This design comes from an exercise in tuning for small area on the open sky130 flow, not from production work. In this exercise RTL edits were held to simulation tests only and were not proved equivalent to the original. Power is estimated from default activity; no workload was simulated.

// projeto_vinho_top
module projeto_vinho_top (
    input  wire       CLOCK_50,
    input  wire       KEY0,        
    input  wire       KEY1,        
    input  wire [7:0] SW,
    output wire [9:0] LEDR,
    output wire [6:0] HEX0,
    output wire [6:0] HEX1,
    output wire [6:0] HEX2,
    output wire [6:0] HEX3
);
==> module debounce, before the edit <==
module debounce #(
    parameter PULSO_RESET = 1
) (
    input  wire clk,
    input  wire reset,
    input  wire button_in,
    output reg  pulse_out
);
    reg       button_sync_0;
    reg       button_sync_1;
    reg       button_stable_n;         
    reg       button_stable_prev_n;    
    reg [4:0] r;
    wire differ = ~(button_sync_1 ^ button_stable_n);
    wire fim    = r[2] & r[1] & r[0];
    always @(posedge clk or posedge reset) begin
        if (reset) begin
            button_sync_0      <= 1'b1;
            button_sync_1      <= 1'b1;
            button_stable_n      <= 1'b0;
            r                  <= 5'b00000;
        end else begin
            button_sync_0      <= button_in;
            button_sync_1      <= button_sync_0;
            if (differ & fim)
                button_stable_n <= ~button_sync_1;
            if (differ & ~fim)
                r <= {~r[3:0], r[4] ^ r[1]};
            else
                r <= 5'b00000;
        end
    end
    always @(posedge clk)
        button_stable_prev_n <= button_stable_n;
    generate
        if (PULSO_RESET) begin : pulso_com_reset
            always @(posedge clk or posedge reset)
                if (reset) pulse_out <= 1'b0;
                else       pulse_out <= ~button_stable_prev_n & button_stable_n;
        end else begin : pulso_sem_reset
            always @(posedge clk)
                pulse_out <= ~button_stable_prev_n & button_stable_n;
        end
    endgenerate
endmodule
Settings: LEC_CHECK=0, CAP_MARGIN=0, CORE_MARGIN=2, CORE_UTILIZATION=40, CTS_BUF_LIST=sky130_fd_sc_hd__clkbuf_8, PLACE_DENSITY=0.6, SLEW_MARGIN=0; clock period 10.0 ns.
standard.sh (not shown) runs the stock make flow with config.mk's settings and CLKGATE_MAP_FILE= SYNTH_SCRIPT=/design/flow/synth_recipe.tcl, a recipe that flattens the netlist after the stock synthesis.
==> flow/flow/run.sh <==
#!/bin/bash
# The standard layout (standard.sh: ORFS from synthesis to the routed
# layout), with these changes:
#  - synthesis is synth_recipe.tcl unchanged except that ORFS's synth.tcl maps
#    the logic with flow/abc.script, an area-oriented ABC script, in place of
#    abc_speed.script, and leaves adders to ABC (no extract_fa/ADDER_MAP_FILE
#    step); registers are mapped before ABC runs, so they are the standard
#    synthesis's, with the same names and cells;
#  - the port buffers that global placement inserts are sky130_fd_sc_hd__buf_1;
#  - right after global placement (flow/downsize.tcl) every logic cell starts
#    at the smallest drive strength of its function; the resizer's
#    repair_design and repair_timing later in the flow upsize whatever slew,
#    load or timing then calls for;
#  - clock tree synthesis uses clkbuf_8 buffers and inserts no dummy loads;
#  - the floorplan does not split the tie cells (SKIP_REPAIR_TIE_FANOUT).
# Each tool's full output goes to standard.log here.
set -euo pipefail
W=$PWD

sed 's|^source \$::env(SCRIPTS_DIR)/synth_preamble.tcl$|&\nset abc_args [lreplace $abc_args 1 1 '"$W"'/flow/abc.script]\nunset -nocomplain ::env(ADDER_MAP_FILE)|' \
  "$FLOW_HOME/scripts/synth.tcl" > "$W/synth_abc.tcl"
grep -q "flow/abc.script" "$W/synth_abc.tcl"
grep -q "unset -nocomplain ::env(ADDER_MAP_FILE)" "$W/synth_abc.tcl"
sed 's|\$::env(SCRIPTS_DIR)/synth.tcl|'"$W"'/synth_abc.tcl|' synth_recipe.tcl > "$W/synth_recipe_abc.tcl"
grep -q "synth_abc.tcl" "$W/synth_recipe_abc.tcl"
sed 's|SYNTH_SCRIPT=[^ ]*synth_recipe.tcl|SYNTH_SCRIPT='"$W"'/synth_recipe_abc.tcl|' standard.sh > "$W/standard_abc.sh"
grep -q "synth_recipe_abc.tcl" "$W/standard_abc.sh"

export BUFFER_PORTS_ARGS="-buffer_cell sky130_fd_sc_hd__buf_1"
export POST_GLOBAL_PLACE_TCL="$W/flow/downsize.tcl"
export CTS_ARGS="-sink_clustering_enable -repair_clock_nets -buf_list sky130_fd_sc_hd__clkbuf_8 -dont_use_dummy_load"
export SKIP_REPAIR_TIE_FANOUT=1
bash "$W/standard_abc.sh" > standard.log 2>&1
Other scripts of this flow, unchanged in this note and not shown: flow/flow/abc.script, flow/flow/downsize.tcl
The baseline finished clean.
Change:
--- a/flow/design.v
+++ b/flow/design.v
@@ -159,43 +159,42 @@
     input  wire button_in,
     output reg  pulse_out
 );
     reg       button_sync_0;
     reg       button_sync_1;
     reg       button_stable_n;         
-    reg       button_stable_prev_n;    
     reg [4:0] r;
     wire differ = ~(button_sync_1 ^ button_stable_n);
     wire fim    = r[2] & r[1] & r[0];
+    wire queda  = r[4] & ~r[3] & ~r[1];        
+    wire cai    = differ & fim & ~button_stable_n;
     always @(posedge clk or posedge reset) begin
         if (reset) begin
-            button_sync_0      <= 1'b1;
-            button_sync_1      <= 1'b1;
-            button_stable_n      <= 1'b0;
-            r                  <= 5'b00000;
+            button_sync_0   <= 1'b1;
+            button_sync_1   <= 1'b1;
+            button_stable_n <= 1'b0;
+            r               <= 5'b00000;
         end else begin
-            button_sync_0      <= button_in;
-            button_sync_1      <= button_sync_0;
+            button_sync_0 <= button_in;
+            button_sync_1 <= button_sync_0;
             if (differ & fim)
                 button_stable_n <= ~button_sync_1;
             if (differ & ~fim)
-                r <= {~r[3:0], r[4] ^ r[1]};
+                r <= {~r[3:0], (r[4] ^ r[1]) & ~queda};
             else
-                r <= 5'b00000;
+                r <= {cai, 4'b0000};
         end
     end
-    always @(posedge clk)
-        button_stable_prev_n <= button_stable_n;
     generate
         if (PULSO_RESET) begin : pulso_com_reset
             always @(posedge clk or posedge reset)
                 if (reset) pulse_out <= 1'b0;
-                else       pulse_out <= ~button_stable_prev_n & button_stable_n;
+                else       pulse_out <= queda;
         end else begin : pulso_sem_reset
             always @(posedge clk)
-                pulse_out <= ~button_stable_prev_n & button_stable_n;
+                pulse_out <= queda;
         end
     endgenerate
 endmodule
 module decodificador_display (
     input  wire [4:0] j,
     output wire [6:0] hex
Outcome: The new run ran to the end with no violations; final area falls by 1.3%; utilization falls by 0.34 points; non-clock buffer count falls by 1; sequential power falls by 4.5%; clock-buffer cell count does not change; clock skew rises by 0.0091 ns.

========
RTL: one of the versions met above, not the one the previous note started from.
Size: about 90 flip-flops.
export LEC_CHECK = 0
export CAP_MARGIN = 0
export CORE_MARGIN = 2
export CORE_UTILIZATION = 70
export CTS_BUF_LIST = sky130_fd_sc_hd__clkbuf_8
export PLACE_DENSITY = 0.85
export SLEW_MARGIN = 0
create_clock -name core_clock -period 10.0 [get_ports {CLOCK_50}]
==> flow/flow/run.sh <==
#!/bin/bash
# The standard layout (standard.sh: ORFS from synthesis to the routed
# layout), with these changes:
#  - synthesis is synth_recipe.tcl unchanged except that ORFS's synth.tcl maps
#    the logic with flow/abc.script, an area-oriented ABC script, in place of
#    abc_speed.script, and leaves adders to ABC (no extract_fa/ADDER_MAP_FILE
#    step); registers are mapped before ABC runs, so they are the standard
#    synthesis's, with the same names and cells;
#  - the port buffers that global placement inserts are sky130_fd_sc_hd__buf_1;
#  - right after global placement (flow/downsize.tcl) every logic cell starts
#    at the smallest drive strength of its function; the resizer's
#    repair_design and repair_timing later in the flow upsize whatever slew,
#    load or timing then calls for;
#  - clock tree synthesis uses buf_4 buffers and inserts no dummy loads;
#  - the floorplan does not split the tie cells (SKIP_REPAIR_TIE_FANOUT).
# Each tool's full output goes to standard.log here.
set -euo pipefail
W=$PWD

sed 's|^source \$::env(SCRIPTS_DIR)/synth_preamble.tcl$|&\nset abc_args [lreplace $abc_args 1 1 '"$W"'/flow/abc.script]\nunset -nocomplain ::env(ADDER_MAP_FILE)|' \
  "$FLOW_HOME/scripts/synth.tcl" > "$W/synth_abc.tcl"
grep -q "flow/abc.script" "$W/synth_abc.tcl"
grep -q "unset -nocomplain ::env(ADDER_MAP_FILE)" "$W/synth_abc.tcl"
sed 's|\$::env(SCRIPTS_DIR)/synth.tcl|'"$W"'/synth_abc.tcl|' synth_recipe.tcl > "$W/synth_recipe_abc.tcl"
grep -q "synth_abc.tcl" "$W/synth_recipe_abc.tcl"
sed 's|SYNTH_SCRIPT=[^ ]*synth_recipe.tcl|SYNTH_SCRIPT='"$W"'/synth_recipe_abc.tcl|' standard.sh > "$W/standard_abc.sh"
grep -q "synth_recipe_abc.tcl" "$W/standard_abc.sh"

export BUFFER_PORTS_ARGS="-buffer_cell sky130_fd_sc_hd__buf_1"
export POST_GLOBAL_PLACE_TCL="$W/flow/downsize.tcl"
export CTS_ARGS="-sink_clustering_enable -repair_clock_nets -buf_list sky130_fd_sc_hd__buf_4 -dont_use_dummy_load"
export SKIP_REPAIR_TIE_FANOUT=1
bash "$W/standard_abc.sh" > standard.log 2>&1
Other scripts of this flow, unchanged in this note and not shown: flow/flow/abc.script, flow/flow/downsize.tcl
The baseline produced a clean layout.
Next try:
--- a/flow/design.v
+++ b/flow/design.v
@@ -26,34 +26,34 @@
     wire fim      = (r == 10'b1001000111);
     wire primeiro = (r == 10'd0);
     wire temporizado = (estado == ESTEIRA) | (estado == VEDANDO) |
                        (estado == DESCARTANDO) | (estado == APROVADO);
     always @(posedge clk or posedge reset) begin
         if (reset) begin
             estado <= IDLE;
+            r      <= 10'd0;
         end else begin
+            if (temporizado & ~fim)
+                r <= {~r[8:0], r[9] ^ r[6]};
+            else
+                r <= 10'd0;
             case (estado)
                 IDLE:        if (cmd_iniciar) estado <= ESTEIRA;
                 ESTEIRA:     if (fim) estado <= ENCHENDO;
                 ENCHENDO:    if (alarme_rolha) estado <= IDLE;
                              else if (sensor_nivel) estado <= VEDANDO;
                 VEDANDO:     if (fim) estado <= POSICAO_CQ;
                 POSICAO_CQ:  if (reprovado & ~aprovado) estado <= DESCARTANDO;
                              else if (aprovado & ~reprovado) estado <= APROVADO;
                 DESCARTANDO: if (fim) estado <= ESTEIRA;
                 APROVADO:    if (fim) estado <= ESTEIRA;
                 default:     estado <= IDLE;
             endcase
         end
     end
-    always @(posedge clk)
-        if (temporizado & ~fim)
-            r <= {~r[8:0], r[9] ^ r[6]};
-        else
-            r <= 10'd0;
     assign esteira           = (estado == ESTEIRA) & ~primeiro;
     assign valvula_ativa     = (estado == ENCHENDO);
     assign vedacao_ativa     = (estado == VEDANDO);
     assign decrementar_rolha = (estado == VEDANDO) & primeiro;
     assign posicao_cq        = (estado == POSICAO_CQ);
     assign descarte_ativo    = (estado == DESCARTANDO);
     assign garrafa_aprovada  = (estado == APROVADO);
@@ -95,36 +95,36 @@
     wire d_fica  = ~(d_mais1 | d_mais2 | d_menos);
     wire [4:0] d_prox = ({5{d_fica}}  & d) |
                         ({5{d_mais1}} & {d[3:0], ~d[4]}) |
                         ({5{d_mais2}} & {1'b0, d[1], d[0], 2'b11}) |
                         ({5{d_menos}} & {~d[0], d[4:1]});
     always @(posedge clk or posedge reset) begin
         if (reset) begin
+            r                  <= 10'd0;
             dispensador_ativo  <= 1'b0;
             gasto              <= 1'b0;
             alarme_rolha_vazia <= 1'b0;
             dezena             <= 5'b00011;      
             unidade            <= 5'b00000;
         end else begin
+            if (dispensador_ativo)
+                r <= {~r[8:0], r[9] ^ r[6]};
+            else
+                r <= 10'd0;
             if (dispensador_ativo & fim) begin
                 dispensador_ativo <= 1'b0;
                 gasto             <= 1'b1;
             end else if (c5 & ~gasto) begin
                 dispensador_ativo <= 1'b1;
             end
             unidade <= u_prox;
             dezena  <= d_prox;
             alarme_rolha_vazia <= c0 | (c1 & decrementar);
         end
     end
-    always @(posedge clk)
-        if (dispensador_ativo)
-            r <= {~r[8:0], r[9] ^ r[6]};
-        else
-            r <= 10'd0;
 endmodule
 module contador_duzias_v2 (
     input  wire clk,
     input  wire reset,
     input  wire incrementar,
     output reg  [3:0] contador_valor    
 );
@@ -147,17 +147,15 @@
                 end else begin
                     doze <= doze + 4'd1;
                 end
             end
         end
     end
 endmodule
-module debounce #(
-    parameter PULSO_RESET = 1
-) (
+module debounce (
     input  wire clk,
     input  wire reset,
     input  wire button_in,
     output reg  pulse_out
 );
     reg       button_sync_0;
     reg       button_sync_1;
@@ -169,35 +167,27 @@
     wire cai    = differ & fim & ~button_stable_n;
     always @(posedge clk or posedge reset) begin
         if (reset) begin
             button_sync_0   <= 1'b1;
             button_sync_1   <= 1'b1;
             button_stable_n <= 1'b0;
             r               <= 5'b00000;
+            pulse_out       <= 1'b0;
         end else begin
             button_sync_0 <= button_in;
             button_sync_1 <= button_sync_0;
+            pulse_out     <= queda;
             if (differ & fim)
                 button_stable_n <= ~button_sync_1;
             if (differ & ~fim)
                 r <= {~r[3:0], (r[4] ^ r[1]) & ~queda};
             else
                 r <= {cai, 4'b0000};
         end
     end
-    generate
-        if (PULSO_RESET) begin : pulso_com_reset
-            always @(posedge clk or posedge reset)
-                if (reset) pulse_out <= 1'b0;
-                else       pulse_out <= queda;
-        end else begin : pulso_sem_reset
-            always @(posedge clk)
-                pulse_out <= queda;
-        end
-    endgenerate
 endmodule
 module decodificador_display (
     input  wire [4:0] j,
     output wire [6:0] hex
 );
     wire d0 = ~j[4] & ~j[0];
     wire d1 = ~j[1] &  j[0];
@@ -227,17 +217,17 @@
     output wire [6:0] HEX1,
     output wire [6:0] HEX2,
     output wire [6:0] HEX3
 );
     wire clk   = CLOCK_50;
     wire reset = ~KEY1;
     wire sensor_nivel, aprovado_cq, reprovado_cq, sw_adicionar_rolha, pulso_start;
-    debounce #(.PULSO_RESET(0)) debounce_sensor   (.clk(clk), .reset(reset), .button_in(SW[1]), .pulse_out(sensor_nivel));
-    debounce #(.PULSO_RESET(0)) debounce_apro_cq  (.clk(clk), .reset(reset), .button_in(SW[2]), .pulse_out(aprovado_cq));
-    debounce #(.PULSO_RESET(0)) debounce_repro_cq (.clk(clk), .reset(reset), .button_in(SW[3]), .pulse_out(reprovado_cq));
+    debounce debounce_sensor   (.clk(clk), .reset(reset), .button_in(SW[1]), .pulse_out(sensor_nivel));
+    debounce debounce_apro_cq  (.clk(clk), .reset(reset), .button_in(SW[2]), .pulse_out(aprovado_cq));
+    debounce debounce_repro_cq (.clk(clk), .reset(reset), .button_in(SW[3]), .pulse_out(reprovado_cq));
     debounce debounce_add_rolha(.clk(clk), .reset(reset), .button_in(SW[7]), .pulse_out(sw_adicionar_rolha));
     debounce debounce_start    (.clk(clk), .reset(reset), .button_in(KEY0),  .pulse_out(pulso_start));
     wire alarme_rolha_vazia, dispensador_ativo;
     wire motor_ativo, valvula_ativa, vedacao_ativa, decrementar_rolha;
     wire descarte_ativo, garrafa_aprovada, posicao_cq;
     fsm_main fsm_main_inst (
         .clk(clk),
Worst setup slack gets worse by 0.34 ns.
Total power grows by 0.83%.
Wire length grows by 3.5%.
Count of clock-buffer cells in the layout stays the same.
Global-route usage grows by 0.81 points.
Clock power is about the same.
First-iteration DRC count grows by 57%.
Critical path depth shrinks by 1.

-- port drivers added, routing unchanged --
In the flow no input, the clock included, has a driving cell. The finished layouts below were timed again as built, in two steps. Step 1 assumes that a clkbuf_16 drives the clock port and a buf_2 every other input. Step 2 times the ports against the registers' clock, not the clock port: input delays grow and output delays shrink by t, the midpoint of the rising clock arrivals with the driver on. a / b / c = ideal ports / drivers / drivers and shift; a / b = the first two.
| run | t, ns | setup WS [ns] | hold slack, ns | slew at the worst register clock pin (ns) | cell pins on the clock port's net |
|---|---|---|---|---|---|
| the first run of note 1 | 0.366 | 6.253 / 6.223 / 6.589 | 0.357 / 0.357 / 0.357 | 0.09 / 0.09 | 1 |
| the second run of note 1 | 0.360 | 6.308 / 6.279 / 6.639 | 0.358 / 0.358 / 0.358 | 0.09 / 0.09 | 1 |
| the first run of note 2 | 0.365 | 6.245 / 6.219 / 6.584 | 0.363 / 0.363 / 0.363 | 0.12 / 0.12 | 1 |
| the second run of note 2 | 0.364 | 5.907 / 5.882 / 6.247 | 0.352 / 0.352 / 0.352 | 0.11 / 0.11 | 1 |
After both steps setup and hold are still met in every run listed. Setup slack includes reset recovery checks.
